Background: an optimization exercise with open tools, aiming at small area. Do not read the settings as production practice.
The RTL was checked by simulation tests, not by an equivalence proof against the original design.
Power and IR drop assume default switching activity.

<file path="flow/constraint.sdc">
create_clock -name core_clock -period 20.0 [get_ports {clk}]
set_input_delay 4.0000 -clock core_clock [delete_from_list [all_inputs] [get_ports {clk}]]
set_output_delay 4.0000 -clock core_clock [all_outputs]
set_load 0.01 [all_outputs]
</file>
<file path="flow/design.v">
module topmodule(clk, rst,
				 u_up, u_down, v_up, v_down, w_up, w_down ,
				 buttom_up , buttom_down , reset,
				 oSEG0,oSEG1,oSEG2,oSEG3);
input clk;
input rst;
input buttom_up,buttom_down;
input reset;
output u_up, u_down, v_up, v_down, w_up, w_down;
output	[6:0]	oSEG0,oSEG1,oSEG2,oSEG3;
wire [16:0] speed;
wire [8:0] volta = 9'h0C0;
wire nextclk;
wire nextclk_rise;
wire secondclk;
wire secondclk_rise;
wire slowpwm;
parameter stop_state = 0;
parameter start_state_1 = 1;
parameter stop_state_1 = 2;
parameter start_state_2 = 3;
parameter stop_state_2 = 4;
parameter start_state_3 = 5;
parameter stop_state_3 = 6;
parameter start_state_4 = 7;
parameter stop_state_4 = 8;
parameter start_state_5 = 9;
parameter stop_state_5 = 10;
parameter start_state_6 = 11;
parameter stop_state_6 = 12;
reg [4:0] current_state;
reg [4:0] next_state;
reg u_up_inline, u_down_inline, v_up_inline, v_down_inline, w_up_inline, w_down_inline;
assign u_down = u_down_inline;
assign v_down = v_down_inline;
assign w_down = w_down_inline;
nextStateClock nextstateclock(clk,rst,speed,nextclk,nextclk_rise);
secondGen secondgen(clk,rst,secondclk,secondclk_rise);
scanbuttom scanb(clk,rst,secondclk_rise,buttom_up,buttom_down,speed , reset);
pwmslowclock ppwmslowclock(clk,rst,slowpwm);
voltaconvert vc_u(u_up_inline,u_up,volta,slowpwm);
voltaconvert vc_w(w_up_inline,w_up,volta,slowpwm);
voltaconvert vc_v(v_up_inline,v_up,volta,slowpwm);
SEG7_LUT_4 LEDOUT(	oSEG0,oSEG1,oSEG2,oSEG3,speed[15:0] );
always@(posedge clk) begin
    if(rst) begin
        current_state <= stop_state;
    end
    else if(nextclk_rise) begin
        if(speed == 0) begin
            current_state <= stop_state;
        end
        else begin
            current_state <= next_state;
        end
    end
end
always@(*) begin
    next_state = current_state + 1;
    if(next_state > start_state_6) begin
        next_state = stop_state;
    end
end
always@(*) begin
    case(current_state)
        stop_state:begin
                    u_up_inline = 0;
                    u_down_inline = 0;
                    v_up_inline = 0;
                    v_down_inline = 0;
                    w_up_inline = 0;
                    w_down_inline = 0;
                    end
        start_state_1:begin
                    u_up_inline = 1;
                    w_down_inline = 1;
                    u_down_inline = 0;
                    v_up_inline = 0;
                    v_down_inline = 0;
                    w_up_inline = 0;
                    end
        start_state_2:begin
                    u_up_inline = 1;
                    v_down_inline = 1;
                    u_down_inline = 0;
                    v_up_inline = 0;
                    w_up_inline = 0;
                    w_down_inline = 0;
                    end
        start_state_3:begin
                    w_up_inline = 1;
                    v_down_inline = 1;
                    u_up_inline = 0;
                    u_down_inline = 0;
                    v_up_inline = 0;
                    w_down_inline = 0;
                    end
        start_state_4:begin
                    w_up_inline = 1;
                    u_down_inline = 1;
                    u_up_inline = 0;
                    v_up_inline = 0;
                    v_down_inline = 0;
                    w_down_inline = 0;
					end
        start_state_5:begin
                    v_up_inline = 1;
                    u_down_inline = 1;
                    u_up_inline = 0;
                    v_down_inline = 0;
                    w_up_inline = 0;
                    w_down_inline = 0;
					end
        start_state_6:begin
                    v_up_inline = 1;
                    w_down_inline = 1;
                    u_up_inline = 0;
                    u_down_inline = 0;
                    v_down_inline = 0;
                    w_up_inline = 0;
                    end
        default:begin
					u_up_inline = 0;
                    u_down_inline = 0;
                    v_up_inline = 0;
                    v_down_inline = 0;
                    w_up_inline = 0;
                    w_down_inline = 0;
					end
    endcase
end
endmodule
module nextStateClock(clk, rst, speed, nextclk, nextclk_rise);
    input clk;
    input rst;
    input [16:0]speed;
    output reg nextclk;
    output nextclk_rise;
    reg [32:0] times;
    wire [32:0] times_inc = times + 1;
    wire [32:0] product = times_inc * speed * 6;
    wire fire = product > 25000;
    wire toggle = fire | (speed == 0);
    assign nextclk_rise = toggle & ~nextclk;
    always@(posedge clk) begin
        if(rst) begin
            times <= 33'h0;
            nextclk <= 1'b1;
        end
        else begin
            times <= fire ? 33'h0 : times_inc;
            if(toggle)
                nextclk <= ~nextclk;
        end
    end
endmodule
module voltaconvert(inline,outline,volta,clk);
	input inline,clk;
	input [8:0] volta;
	output outline;
	assign outline = inline;
endmodule
module pwmslowclock(in,rst,out);
	input in;
	input rst;
	output reg out;
	reg [16:0] counter;
	always@(posedge in) begin
		if(rst) begin
			out <= 1'b1;
			counter <= 17'h0;
		end
		else if(counter + 17'h1 > 25000) begin
			counter <= 17'h0;
			out <= ~out;
		end
		else
			counter <= counter + 17'h1;
	end
endmodule
module secondGen(clk,rst,secondclk,secondclk_rise);  
	input clk;
	input rst;
	output reg secondclk;
	output secondclk_rise;
	reg [32:0] times;
	wire [32:0] times_inc = times + 1;
	wire toggle = times_inc > 100;
	assign secondclk_rise = toggle & ~secondclk;
	always@(posedge clk) begin
		if(rst) begin
			times <= 33'h0;
			secondclk <= 1'b1;
		end
		else begin
			times <= toggle ? 33'h0 : times_inc;
			if(toggle)
				secondclk <= ~secondclk;
		end
	end
endmodule
module scanbuttom(clk,rst,tick,buttom_up,buttom_down,speed , reset);
	input clk,rst,tick,buttom_up,buttom_down,reset;
	output reg [16:0] speed;
	always@(posedge clk )begin
		if(rst) begin
			speed <= 'h0080;
		end
		else if(tick) begin
			if(!buttom_up & (speed < 'h2710)) begin  
				speed <= speed + 10;
			end
			else if(!buttom_down & (speed != 0)) begin
				speed <= speed - 1;
			end
			else if(~reset) begin
				speed <= 0;
			end
		end
	end
endmodule
module SEG7_LUT_4 (	oSEG0,oSEG1,oSEG2,oSEG3,iDIG );
	input	[15:0]	iDIG;
	output	[6:0]	oSEG0,oSEG1,oSEG2,oSEG3;
	SEG7_LUT	u0	(	oSEG0,iDIG[3:0]	);
	SEG7_LUT	u1	(	oSEG1,iDIG[7:4]	);
	SEG7_LUT	u2	(	oSEG2,iDIG[11:8]	);
	SEG7_LUT	u3	(	oSEG3,iDIG[15:12]	);
endmodule
module SEG7_LUT	(	oSEG,iDIG	);
input	[3:0]	iDIG;
output	[6:0]	oSEG;
reg		[6:0]	oSEG;
always @(iDIG)
begin
		case(iDIG)
		4'h1: oSEG = 7'b1111001;	 
		4'h2: oSEG = 7'b0100100; 	 
		4'h3: oSEG = 7'b0110000; 	 
		4'h4: oSEG = 7'b0011001; 	 
		4'h5: oSEG = 7'b0010010; 	 
		4'h6: oSEG = 7'b0000010; 	 
		4'h7: oSEG = 7'b1111000; 	 
		4'h8: oSEG = 7'b0000000; 	 
		4'h9: oSEG = 7'b0011000; 	 
		4'ha: oSEG = 7'b0001000;
		4'hb: oSEG = 7'b0000011;
		4'hc: oSEG = 7'b1000110;
		4'hd: oSEG = 7'b0100001;
		4'he: oSEG = 7'b0000110;
		4'hf: oSEG = 7'b0001110;
		4'h0: oSEG = 7'b1000000;
		endcase
end
endmodule
</file>
<file path="flow/run.sh">
#!/bin/bash
# synth_recipe.tcl (not shown) runs the flow's synth.tcl, then flattens the netlist and writes it again
# the make line also repeats each setting of config.mk as NAME=value (left out here)
make -C /OpenROAD-flow-scripts/flow DESIGN_CONFIG=/design/flow/config.mk WORK_HOME=/design/flow/orfs CLKGATE_MAP_FILE= SYNTH_SCRIPT=/design/flow/synth_recipe.tcl finish
</file>
<file path="flow/config.mk">
export PLATFORM = sky130hd
export DESIGN_NAME = topmodule
export DESIGN_NICKNAME = topmodule
export VERILOG_FILES = /design/flow/design.v
export SDC_FILE = /design/flow/constraint.sdc
export NUM_CORES = 4
export LEC_CHECK = 0
export CAP_MARGIN = 20
export CORE_MARGIN = 2
export CORE_UTILIZATION = 40
export SLEW_MARGIN = 20
</file>
==> results_dict.tcl, run 1 <==
set metrics [dict create \
    syn_avg_cell_area_um2 8.277 \
    antenna_found_initial 2 \
    first_global_vias 17480 \
    min_path_type "reg -> reg" \
    period_needed_ns 11.37 \
    grt_use_total_pct 21.19 \
    r2r-end "current_state[2]" \
    fmax_mhz 87.95 \
    synth_top_area_cell "fa_1" \
    io_pins 39 \
    dieArea_um2 53290 \
    critical_path_required_ns 20.32 \
    reg2reg_slack_ns 8.63 \
    critPathSlowestCell "dfxtp_1" \
    clk_path_buf_depth 2 \
    swShare_pct 31.60 \
    start_kind "flip-flop" \
    avgRoutedWirePerCell_um 17.47 \
    power_frac_comb_pct 19.3 \
    post_cts_resized 0 \
    firstDrtPassIters 5 \
    vdd_drop_max_v 0.00006009 \
    drc 0 \
    fillers 5065 \
    async_flop_share_pct 0 \
    ys_seq_area_share_pct 11.38 \
    powerDensity_nw_per_um2 30.61 \
    clkLatencyLatePin_ns 0.42 \
    p_clk_share_pct 44.4 \
    initial_utilization_pct 40.29 \
    layout_commonest_cell "inv_1" \
    final_util_pct 43.82 \
    cap_violations 0 \
    cts_tree "built" \
    numClockSinks 117 \
    hold_viol 0 \
    die_x_um 230.9 \
    cp_common_cell "fa_1" \
    core-area_um2 51090 \
    outcome "timing/DRC/antenna clean" \
    cp_max_fo 24 \
    grt_max_degree 42 \
    rows 83 \
    synth_area_leaders "fa_1 31%, dfxtp_1 11%, inv_1 8.5%" \
    num_vias 16830 \
    synth_seq_cells 117 \
    nets 2946 \
    worstPathArrival_ns 11.69 \
    clkSlewWorstSetupHoldPaths_ns 0.06 \
    wirelength_um 55710 \
    clock-root-buffer "clkbuf_16" \
    synth_cell_types 88 \
    drive_gt1_share_pct 4.147 \
    seqCellArea_um2 2342 \
    grt_pass1_wl_um 90050 \
    grt_overflow 0 \
    seqPwrFrac_pct 36.3 \
    fin_setup_tns_ns 0 \
    min_to "secondgen.secondclk" \
    crit_type "reg -> reg" \
    cts-htree-levels 4 \
    rr_startpoint "nextstateclock.times[0]" \
    vias_per_cell 5.279 \
    slew_violations 0 \
    most-common-layout-cells "468 x inv_1, 320 x fa_1, 296 x nand2_1" \
    finalClockSkew_ns 0.01207 \
    p_int_uw 468.8 \
    post_cts_buffers 0 \
    numCtsBuffers 17 \
    dp_hpwl_um 42410 \
    p_leak_uw 0.01066 \
    drt_iter0_markers 1012 \
    portBuffers 38 \
    hold_buffers 0 \
    endpoint_kind "flip-flop" \
    min_path_cells 2 \
    setup_viol 0 \
    synth-edff-count 0 \
    multi_input_area_um2 16160 \
    grt_setup_unrepaired "false" \
    synth_top_area_share_pct 31.12 \
    antenna_left 0 \
    netlist_area_um2 20580 \
    critPathMaxStageDelay_ns 0.89 \
    hp-start "secondgen.secondclk" \
    synthCells 2487 \
    yosys_warnings 6 \
    die_height_um 230.9 \
    gp_congestion 0.8361 \
    finalCritPeriodShare_pct 56.85 \
    relSlewSlack_pct 25.29 \
    switchingPower_uw 216.6 \
    worstMarginPinSlew_ns 1.115 \
    ys.flop_type "dfxtp_1" \
    syn_to_final_growth_pct 8.765 \
    rr_worst_depth 38 \
]
==> cells by family after synthesis <==
family	after synthesis	share of synthesized area [%]
flops	117	11.38
simple gates	840	20.40
fa+ha+maj	447	38.83
mux	20	0.9786
other cells	1	0.01822
buf+inv	584	10.71
compound gates	351	11.81
xor+xnor	127	5.878
==> sequential cells by signal (all words and copies together) (netlist names) <==
| name | cells |
|---|---|
| nextstateclock.nextclk | 1 |
| oSEG2 | 7 |
| current_state | 5 |
| nextstateclock.times | 32 |
| oSEG3 | 7 |
| oSEG1 | 7 |
| oSEG0 | 7 |
| secondgen.times | 33 |
| secondgen.secondclk | 1 |
| scanb.speed | 17 |
==> power by group through the flow <==
stage,combinational [uW],sequential [uW],clock (uW)
after floorplan,92.8,252,0
after global placement,129,253,0
after detailed placement,131,254,0
after CTS,132,249,312
after global routing,147,250,319
final,132,249,304
==> metrics by stage <==
stage                     hold WS [ns]  cell area (um^2)  worst slack (ns)  instances  total power, uW
after floorplan                 0.4699             20680             10.36       2512            344.9
after global placement          0.4918             21800             8.574       3156            381.9
after detailed placement        0.4973             21800             8.724       3156            384.3
after CTS                       0.5185             22390             8.700       3188            691.8
after global routing            0.5395             22390             7.944       3188            716.1
final                           0.5194             22390             8.630       3189            685.4
==> synthesized netlist by cell type (10+ instances only) <==
master and number:
or3_1 14, a31oi_1 21, dfxtp_1 117, nand2_1 296, xor2_1 48, nand2b_1 20
a21oi_1 82, and3_1 17, nor2_1 133, fa_1 320, nand3_1 38, o21a_1 17
nand4_1 21, ha_1 126, a211oi_1 17, xnor2_1 71, a21o_1 29, nor2b_1 37
o211ai_1 12, buf_2 10, nor3_1 37, and2_1 169, clkbuf_1 104, inv_1 468
o22ai_1 18, o21ai_0 51, mux2i_1 19, nor4_1 13
==> critical path, delay by kind of cell, from the launching register on <==
family	cells	cell delay, ns
fa+ha+maj	9	3.98
compound gates	14	3.32
simple gates	8	1.77
xor+xnor	3	1.03
flops	1	0.89
buf+inv	4	0.24
==> per-layer routing <==
metal | wire, um | track usage, %
met5 | 9 | 0
met4 | 1655 | 7.681
met3 | 2722 | 2.495
met2 | 26900 | 36.24
met1 | 24430 | 27.55
==> worst max path at each step <==
stage                             from          endpoint  slack (ns)  cells after the start
5_1_grt        nextstateclock.times[0]  current_state[2]        7.94                     35
4_1_cts        nextstateclock.times[0]  current_state[2]        8.70                     38
6_report       nextstateclock.times[0]  current_state[2]        8.63                     38
2_1_floorplan  nextstateclock.times[0]  current_state[2]       10.36                     42
3_3_place_gp   nextstateclock.times[0]  current_state[2]        8.57                     33
3_5_place_dp   nextstateclock.times[0]  current_state[2]        8.72                     38
==> final cells by class <==
type | instances | area share [%]
clock buffers | 19 | 1.978
diodes | 1 | 0.01118
repair buffers | 79 | 3.074
multi-input cells | 1811 | 72.19
flip-flops and latches | 117 | 10.46
inverters | 469 | 7.863
well taps | 680 | 3.800
clock inverters | 13 | 0.6259
==> run 2: changes to the inputs <==
==> flow/design.v (replaced) <==
module topmodule(clk, rst,
				 u_up, u_down, v_up, v_down, w_up, w_down ,
				 buttom_up , buttom_down , reset,
				 oSEG0,oSEG1,oSEG2,oSEG3);
input clk;
input rst;
input buttom_up,buttom_down;
input reset;
output u_up, u_down, v_up, v_down, w_up, w_down;
output	[6:0]	oSEG0,oSEG1,oSEG2,oSEG3;
localparam [13:0] Q0 = 14'd12217;    
reg [13:0] speed;
reg [12:0] times;
reg [13:0] q;
reg        ovf;
reg        nextclk;
reg        on;
reg  [2:0] ph;
reg  [7:0] lfsr;
localparam [7:0] L0 = 8'h25;
wire tick = ~|(lfsr & 8'hDE);
always @(posedge clk) begin
    if (rst | tick)
        lfsr <= L0;
    else
        lfsr <= {lfsr[6:0], lfsr[7] ^ lfsr[2]};
end
wire zero   = (speed == 14'd0);
wire lt_top = (speed < 14'd10000);
wire do_up  = tick & ~buttom_up & lt_top;
wire do_dn  = tick & ~do_up & ~buttom_down & ~zero;
wire do_clr = tick & ~do_up & ~do_dn & ~reset;
wire [14:0] sum   = {1'b0, q} + {1'b0, speed};
wire        fire  = ovf | sum[14];
wire [12:0] t_inc = times + 13'd1;
wire        big   = |t_inc[12:9];
wire [12:0] ten_t = {t_inc[8:0], 3'b000} + {2'b00, t_inc[8:0], 1'b0};
wire [14:0] q_up  = {1'b0, sum[13:0]} + {2'b00, ten_t};
wire [13:0] q_dn  = sum[13:0] + {1'b1, ~times};
wire        toggle = fire | zero;
wire        nrise  = toggle & ~nextclk;
always @(posedge clk) begin
    if (rst) begin
        speed   <= 14'd128;
        times   <= 13'd0;
        q       <= Q0;
        ovf     <= 1'b0;
        nextclk <= 1'b1;
        on      <= 1'b0;
        ph      <= 3'b000;
    end
    else begin
        if (do_up)
            speed <= speed + 14'd10;
        else if (do_dn)
            speed <= speed - 14'd1;
        else if (do_clr)
            speed <= 14'd0;
        if (fire)
            times <= 13'd0;
        else if (~(zero & times[12]))
            times <= t_inc;
        if (fire | do_clr)
            q <= Q0;
        else if (do_up)
            q <= q_up[13:0];
        else if (do_dn)
            q <= q_dn;
        else
            q <= sum[13:0];
        ovf <= ~fire & do_up & (big | q_up[14]);
        if (toggle)
            nextclk <= ~nextclk;
        if (nrise) begin
            if (zero) begin
                on <= 1'b0;
                ph <= 3'b000;
            end
            else begin
                on <= ~on;
                if (on)
                    ph <= {ph[1:0], ~ph[2]};
            end
        end
    end
end
assign u_up   = on & ~ph[2] & ~ph[1];
assign v_down = on & ~ph[2] &  ph[0];
assign w_up   = on &  ph[1] &  ph[0];
assign u_down = on &  ph[2] &  ph[1];
assign v_up   = on &  ph[2] & ~ph[0];
assign w_down = on & ~ph[1] & ~ph[0];
SEG7_LUT u0 (oSEG0, speed[3:0]);
SEG7_LUT u1 (oSEG1, speed[7:4]);
SEG7_LUT u2 (oSEG2, speed[11:8]);
SEG7_LUT u3 (oSEG3, {2'b00, speed[13:12]});
endmodule
module SEG7_LUT	(	oSEG,iDIG	);
input	[3:0]	iDIG;
output	[6:0]	oSEG;
reg		[6:0]	oSEG;
always @(*)
begin
		case(iDIG)
		4'h1: oSEG = 7'b1111001;
		4'h2: oSEG = 7'b0100100;
		4'h3: oSEG = 7'b0110000;
		4'h4: oSEG = 7'b0011001;
		4'h5: oSEG = 7'b0010010;
		4'h6: oSEG = 7'b0000010;
		4'h7: oSEG = 7'b1111000;
		4'h8: oSEG = 7'b0000000;
		4'h9: oSEG = 7'b0011000;
		4'ha: oSEG = 7'b0001000;
		4'hb: oSEG = 7'b0000011;
		4'hc: oSEG = 7'b1000110;
		4'hd: oSEG = 7'b0100001;
		4'he: oSEG = 7'b0000110;
		4'hf: oSEG = 7'b0001110;
		default: oSEG = 7'b1000000;
		endcase
end
endmodule
==> run 2 against run 1 <==
Critical path depth fell by 27. Non-clock buffer count down 38. Worst setup slack improved by 4.3 ns. Final cell count is 71% lower. Critical path type is now in -> reg. Largest cell class unchanged. Highest routed layer is now met4.
==> results_dict.tcl, run 2 <==
set metrics [dict create \
    outcome "timing/DRC/antenna clean" \
    num_vias 5346 \
    finish.instance_area_um2 6834 \
    place_area_um2 6515 \
    synth-edff-count 0 \
    synth_area_leaders "dfxtp_1 27%, ha_1 13%, xnor2_1 5.2%" \
    drc 0 \
    hold_viol 0 \
    crit_type "in -> reg" \
    antenna_found_initial 0 \
    cp-endpoint "oSEG1[3]" \
    fin_ws_ns 12.90 \
    netlist_area_um2 6053 \
    rr_startpoint "speed[0]" \
    period_needed_ns 7.101 \
    grt_pass1_wl_um 24780 \
    fin_hold_ws_ns 0.4411 \
    hold_buffers 0 \
    finalCritPeriodShare_pct 35.50 \
    vdd_drop_max_v 0.00005209 \
    die_x_um 127.0 \
    finalClockSkew_ns 0.01138 \
    min_path_type "reg -> reg" \
    vias_per_cell 5.705 \
    ys_top_cells_by_count "81 x dfxtp_1, 63 x nor2_1, 61 x ha_1" \
    syn_to_final_growth_pct 12.90 \
    synth_seq_cells 81 \
    nets 824 \
    post_cts_buffers 0 \
    yosys_warnings 2 \
    r2r-end "q[11]" \
    endpoint_kind "flip-flop" \
    numClockSinks 81 \
    avgRoutedWirePerCell_um 15.88 \
    clock-root-buffer "clkbuf_16" \
    n_antenna_cell 0 \
    synth_top_area_cell "dfxtp_1" \
    start_kind "input port" \
    die_height_um 127.0 \
    setup_viol 0 \
    crit_start "buttom_up" \
    clkSlewWorstSetupHoldPaths_ns 0.07 \
    cp_max_fo 18 \
    ys_seq_area_share_pct 26.79 \
    grt_overflow 0 \
    io_pins 39 \
    grt_max_degree 32 \
    power_uw 641.5 \
    worstMarginPinSlew_ns 0.9461 \
    cap_violations 0 \
    antenna_left 0 \
    p_leak_uw 0.002670 \
    gp_congestion 0.8651 \
    layout_commonest_cell "dfxtp_1" \
    clk_path_buf_depth 2 \
    initial_utilization_pct 41.34 \
    grt_setup_unrepaired "false" \
    post_cts_resized 0 \
    relSlewSlack_pct 36.93 \
    firstDrtPassIters 5 \
    drt_iter0_markers 438 \
    first_global_vias 5113 \
    yosysMostFrequentCell "dfxtp_1" \
    fin_setup_tns_ns 0 \
    rr_worst_depth 18 \
    synthCells 729 \
    reg2reg_slack_ns 15.36 \
    async_flop_share_pct 0 \
    synth_cell_types 81 \
    worstPathArrival_ns 7.34 \
    numCtsBuffers 9 \
    core-area_um2 14640 \
    syn_avg_cell_area_um2 8.304 \
    fmax_mhz 140.8 \
    clkLatencyLatePin_ns 0.35 \
    most-common-layout-cells "81 x dfxtp_1, 63 x nor2_1, 61 x ha_1" \
    drive_gt1_share_pct 6.375 \
    cts-htree-levels 3 \
    synth_top_area_share_pct 26.79 \
    ys.flop_type "dfxtp_1" \
    critical_path_required_ns 20.24 \
    slew_violations 0 \
    wirelength_um 14880 \
    dp_worst_setup_slack_ns 12.60 \
    rows 44 \
    dieArea_um2 16130 \
    largestRegisters "q x14, speed x14, times x13" \
    cts_tree "built" \
    powerDensity_nw_per_um2 93.87 \
    grt_use_total_pct 18.96 \
    dp_hpwl_um 11100 \
    portBuffers 37 \
]
run 2: cell count changes in the layout (fill, tap and decap cells not counted), moves of 24 or more:
cell / before / now
inv_1: 468 / 47
fa_1: 320 / 10
nand2_1: 296 / 55
and2_1: 169 / 4
nor2_1: 133 / 63
ha_1: 126 / 61
a21oi_1: 82 / 34
buf_4: 41 / 4
dfxtp_1: 117 / 81
xor2_1: 47 / 13
xnor2_1: 68 / 36
a21o_1: 29 / 4
conb_1: 26 / 1
nor2b_1: 37 / 13
run 2: through the flow:
step	util, %	std cells
final	46.67	937
after detailed placement	44.49	921
after global routing	46.67	937
after floorplan	-	729
after CTS	46.62	937
after global placement	44.49	921
run 2: layout make-up:
| class | count | area, um^2 |
|---|---|---|
| fillers | 1419 | 7810 |
| repair buffers | 41 | 400.4 |
| clock buffers | 9 | 225.2 |
| flip-flops and latches | 81 | 1622 |
| clock inverters | 7 | 86.33 |
| multi-input cells | 566 | 4086 |
| well taps | 184 | 230.2 |
| inverters | 49 | 183.9 |
run 2: routing by layer:
layer	global-route usage [%]	up-vias	wire (um)
met5	0	-	0
met1	24.10	2512	6896
met3	4.229	18	695
li1	-	2681	-
met4	5.688	0	184
met2	32.26	135	7105
run 2: how the worst min path moves through the flow:
| stage | end | slack, ns | depth (start not counted) | from |
|---|---|---|---|---|
| after floorplan | lfsr[5] | 0.42 | 1 | lfsr[4] |
| after global placement | lfsr[2] | 0.42 | 1 | lfsr[1] |
| after detailed placement | lfsr[2] | 0.43 | 1 | lfsr[1] |
| after CTS | lfsr[2] | 0.45 | 1 | lfsr[1] |
| after global routing | lfsr[2] | 0.45 | 1 | lfsr[1] |
| final | lfsr[2] | 0.44 | 1 | lfsr[1] |
run 2: report_power, final:
| group | switching, uW | leakage (uW) | internal (uW) |
|---|---|---|---|
| logic | 163 | 0.00186 | 123 |
| clock network | 74.8 | 0.000150 | 99.6 |
| registers | 7.02 | 0.000659 | 174 |
| total | 245 | 0.00267 | 396 |
run 2: cells by family (layout without fill, tap and decap cells):
group | after synthesis | in the layout | share of synthesized area, %
flops | 81 | 81 | 26.79
buf+inv | 82 | 106 | 5.829
other cells | 1 | 1 | 0.06195
xor+xnor | 49 | 49 | 7.090
compound gates | 187 | 187 | 22.43
simple gates | 249 | 249 | 20.38
mux | 9 | 9 | 1.509
fa+ha+maj | 71 | 71 | 15.92
run 2: worst max-delay path, cell delays in order:
cell	delay, ns
clkdlybuf4s50_1	0.46
a221o_1	0.43
nor2_2	0.73
a221o_1	0.26
o21ai_0	0.14
nor2_1	0.25
inv_1	0.13
ha_1	0.34
or3_1	0.38
a21oi_1	0.15
a211oi_1	0.05

port drivers added, routing unchanged:
How much do the figures lean on ideal ports? The routed layouts below were timed once more, with nothing changed but the port constraints. Step 1: set_driving_cell puts a clkbuf_16 on clk and a buf_2 on each other input, an assumption about the parent block. Step 2 moves the port delays by t, midway between the first and last clock arrival at a register: inputs arrive t later, outputs are due t later. That takes back most of the time a late clock gives input paths. Slacks: ideal ports / drivers / drivers and shift; pairs: ideal ports / drivers.
run | t, ns | slack for setup (ns) | cell pins on the clock port's net
run 1 | 0.465 | 8.630 / 8.630 / 8.630 | 1
run 2 | 0.387 | 12.899 / 12.913 / 12.527 | 1
After both steps setup and hold are still met in every run listed. For run 2, which loses most, drivers alone change the setup slack by +0.014 ns; drivers and shift together by -0.372 ns.
